From an optimization exercise on the open Yosys and OpenROAD flow, aimed at small area and a short achievable clock period; shortcuts taken in it are not production practice. The RTL was checked by simulation tests, not by an equivalence proof against the original design. Power figures rest on the tool's default switching activity, not on a simulated workload.

==> inputs of run X <==
Design regFile_alu, start of the top module:
module regFile_alu(
	input clk,
	input regWrite,
	input [4:0] rs1,
	input [4:0] rs2,
	input [4:0] rd,
	input [31:0] data,
	output reg [31:0] rv1,
	output reg [31:0] rv2,
	input [3:0]  control,
	input [1:0] mux,
	output [31:0] immGen,
	output reg [31:0] result,
	output [1:0]  zero
   );
==> module regFile_alu, before the edit <==
module regFile_alu(
	input clk,
	input regWrite,
	input [4:0] rs1,
	input [4:0] rs2,
	input [4:0] rd,
	input [31:0] data,
	output reg [31:0] rv1,
	output reg [31:0] rv2,
	input [3:0]  control,
	input [1:0] mux,
	output [31:0] immGen,
	output reg [31:0] result,
	output [1:0]  zero
   );
	localparam [31:0] IMM = 32'd543254;
	wire we = regWrite & (rd != 5'd0);
	wire wt1 = we & (rs1 == rd);	 
	wire wt2 = we & (rs2 == rd);	 
	wire [31:0] q [1:31];
	reg  [31:0] rd1, rd2;	 
	genvar k;
	generate
		for (k = 1; k < 32; k = k + 1) begin : g
			reg [31:0] r;
			always @(posedge clk)
				if (we && rd == k)
					r <= data;
			assign q[k] = r;
		end
	endgenerate
	integer i;
	always @* begin
		rd1 = 32'd0;
		rd2 = 32'd0;
		for (i = 1; i < 32; i = i + 1) begin
			rd1 = rd1 | (q[i] & {32{rs1 == i}});
			rd2 = rd2 | (q[i] & {32{rs2 == i}});
		end
	end
	always @(posedge clk) begin
		rv1 <= wt1 ? data : rd1;
		rv2 <= wt2 ? data : rd2;
	end
	function [31:0] padd(input [31:0] a, input [31:0] b, input ci);
		reg [31:0] g, p, gn, pn;
		integer l, n;
		begin
			g = a & b;
			p = a ^ b;
			g[0] = g[0] | (p[0] & ci);
			gn = g; pn = p;
			for (l = 0; l < 5; l = l + 1) begin
				for (n = 0; n < 32; n = n + 1)
					if (n[l]) begin
						gn[n] = g[n] | (p[n] & g[((n >> l) << l) - 1]);
						pn[n] = p[n] & p[((n >> l) << l) - 1];
					end
				g = gn; p = pn;
			end
			padd = (a ^ b) ^ {g[30:0], ci};
		end
	endfunction
	wire [31:0] sum_add = padd(rv1, rv2, 1'b0);
	wire [31:0] sum_sub = padd(rv1, ~rv2, 1'b1);
	wire [31:0] sum_imm = padd(rv1, IMM, 1'b0);
	reg [31:0] alu;
	always @* begin
		if (mux == 2'b01)
			alu = sum_imm;
		else case (control)
			4'b0000: alu = rv1 & rv2;
			4'b0001: alu = rv1 | rv2;
			4'b0010: alu = sum_add;
			4'b0110: alu = sum_sub;
			default: alu = 32'd0;
		endcase
	end
	reg z;
	always @(posedge clk) begin
		result <= alu;
		z <= (result == 32'd0);
	end
	assign zero = {1'b0, z};
	assign immGen = IMM;
endmodule
make LEC_CHECK=0 CAP_MARGIN=20 CORE_MARGIN=2 CORE_UTILIZATION=45 PLACE_DENSITY=0.6 SETUP_SLACK_MARGIN=2.0 SLEW_MARGIN=20 finish   # period 4.0 ns
run.sh (not shown) runs the stock make flow with config.mk's settings and CLKGATE_MAP_FILE= SYNTH_SCRIPT=/design/flow/synth_recipe.tcl, a recipe that flattens the netlist after the stock synthesis.
==> run P: changes against run X <==
==> flow/design.v (replaced) <==
module regFile_alu(
	input clk,				 
   input regWrite,		 
   input [4:0] rs1,		 
   input [4:0] rs2,		 
   input [4:0] rd,		 
   input [31:0] data,	 
   output reg [31:0] rv1,	 
   output reg [31:0] rv2,	 
	input [3:0]  control,
	input [1:0] mux,				 
	output reg [31:0] immGen,
	output reg [31:0] result,
	output reg [1:0]  zero
   );
	reg [31:0] registers [0:31];
	always @(posedge clk) begin 
		rv1 <= (rs1 == 0) ? 32'd0 : registers[rs1];
		rv2 <= (rs2 == 0) ? 32'd0 : registers[rs2];
		if(regWrite && rd != 0) begin
			registers[rd] <= data;
			if(rs1 == rd)
				rv1 <= data;
			if(rs2 == rd)
				rv2 <= data;
		end
	end
	always @(posedge clk) begin
		case(control)
			4'b0000: result <= rv1 & rv2;
			4'b0001: result <= rv1 | rv2;
			4'b0010: result <= rv1 + rv2;
			4'b0110: result <= rv1 - rv2;
			default: result <= 0;
		endcase
		if(result == 0)
			zero <= 1;					 
		else
			zero <= 0;					 
		immGen = 543254;				 
		if(mux == 1)
			result  <= rv1 + immGen;	 
	end
endmodule
--- a/flow/config.mk
+++ b/flow/config.mk
@@ -10,4 +10,3 @@
 export CORE_UTILIZATION = 45
 export PLACE_DENSITY = 0.6
-export SETUP_SLACK_MARGIN = 2.0
 export SLEW_MARGIN = 20
==> notes <==
Against run P, the final area of run X is higher by about 1.9%.
In run P the non-clock buffer count is lower than in run X, by 306.
In run X the core utilization is higher than in run P, by 8.2 points.
Between run P and run X, the lower area after synthesis is in run X (gap about 13%, measured against run X).
Of run P and run X, run X has the higher first-iteration DRC count (gap about 50%, measured against run X).
Fmax: run X is larger than run P (20%).
Of run P and run X, run X has the higher combinational power (gap about 4%, measured against run X).
Sequential power is about the same in run X and run P.
Of run P and run X, run P has the higher critical path depth (gap 2).

==> pepper: inputs <==
regFile_alu, a different RTL version from the one above (not shown whole).
Settings: LEC_CHECK=0, CAP_MARGIN=20, CORE_MARGIN=2, CORE_UTILIZATION=50, CTS_CLUSTER_DIAMETER=100, CTS_CLUSTER_SIZE=25, GPL_ROUTABILITY_DRIVEN=0, PLACE_DENSITY=0.65, SETUP_SLACK_MARGIN=1.7, SLEW_MARGIN=20, SYNTH_HIERARCHICAL=1, SYNTH_MINIMUM_KEEP_SIZE=0; clock period 4.0 ns.
standard.sh (not shown) runs the stock make flow with config.mk's settings and CLKGATE_MAP_FILE= SYNTH_SCRIPT=/design/flow/synth_recipe.tcl, a recipe that flattens the netlist after the stock synthesis.
==> flow/flow/run.sh <==
#!/bin/bash
# The standard layout (standard.sh), with two resizer settings changed:
# the ports get plain buffers (buf_2) instead of the delay cells the
# default pick lands on, and gate sizing may change a cell's footprint.
# make's full output goes to standard.log here; ORFS keeps each step's log
# under orfs/logs/.
set -euo pipefail
bash standard.sh MATCH_CELL_FOOTPRINT=0 \
  "BUFFER_PORTS_ARGS=-buffer_cell sky130_fd_sc_hd__buf_2" finish > standard.log 2>&1
==> inputs of juniper, as changes to pepper <==
- TNS_END_PERCENT: not set -> 20
==> summary.txt <==
Drt
  • Routed met3 length: 30930 um

Critical path
  • Worst r2r src: rv1[6]

Status
  • Status: finished clean

Power and ir drop
  • Power in the clock group: slightly above 6 mW

Layout
  • Signal inverters: between 100 and 150
  • Layout cells sized above 1: 0.1672
(the above is from pepper)
==> summary.txt <==
Status
  • Status: finished clean

Layout
  • Signal inverters: 133
  • Layout cells sized above 1: 0.1508

Drt
  • Routed met3 length: 30540 um

Critical path
  • Worst r2r src: rv2[2]

Power and ir drop
  • Power in the clock group: 6.05 mW
(the above is from juniper)

## re-timing with driven ports
Ports are ideal in the flow. The routed layouts listed here were re-timed in OpenROAD.
Step 1: set_driving_cell puts a clkbuf_16 on clk and a buf_2 on each other input, an assumption about the parent block.
Step 2 moves the port delays by t, midway between the first and last clock arrival at a register: inputs arrive t later, outputs are due t later. That takes back most of the time a late clock gives input paths.
Three values: ideal, step 1, step 2; two values: the first two.
run	t, ns	setup slack, ns	worst slew at a driven data input, ns	cell pins on the clock port's net
run X	0.806	0.855 / 0.855 / 0.855	0.15	1
run P	0.808	0.216 / 0.216 / -0.269	0.16	1
pepper	0.726	1.542 / 1.474 / 0.749	0.19	1
juniper	0.724	1.506 / 1.399 / 0.675	0.18	1
Met with ideal ports but missed after step 2: setup timing in run P. The setup slack of juniper, which loses most, moves by -0.107 ns with the drivers and by -0.831 ns with both steps.
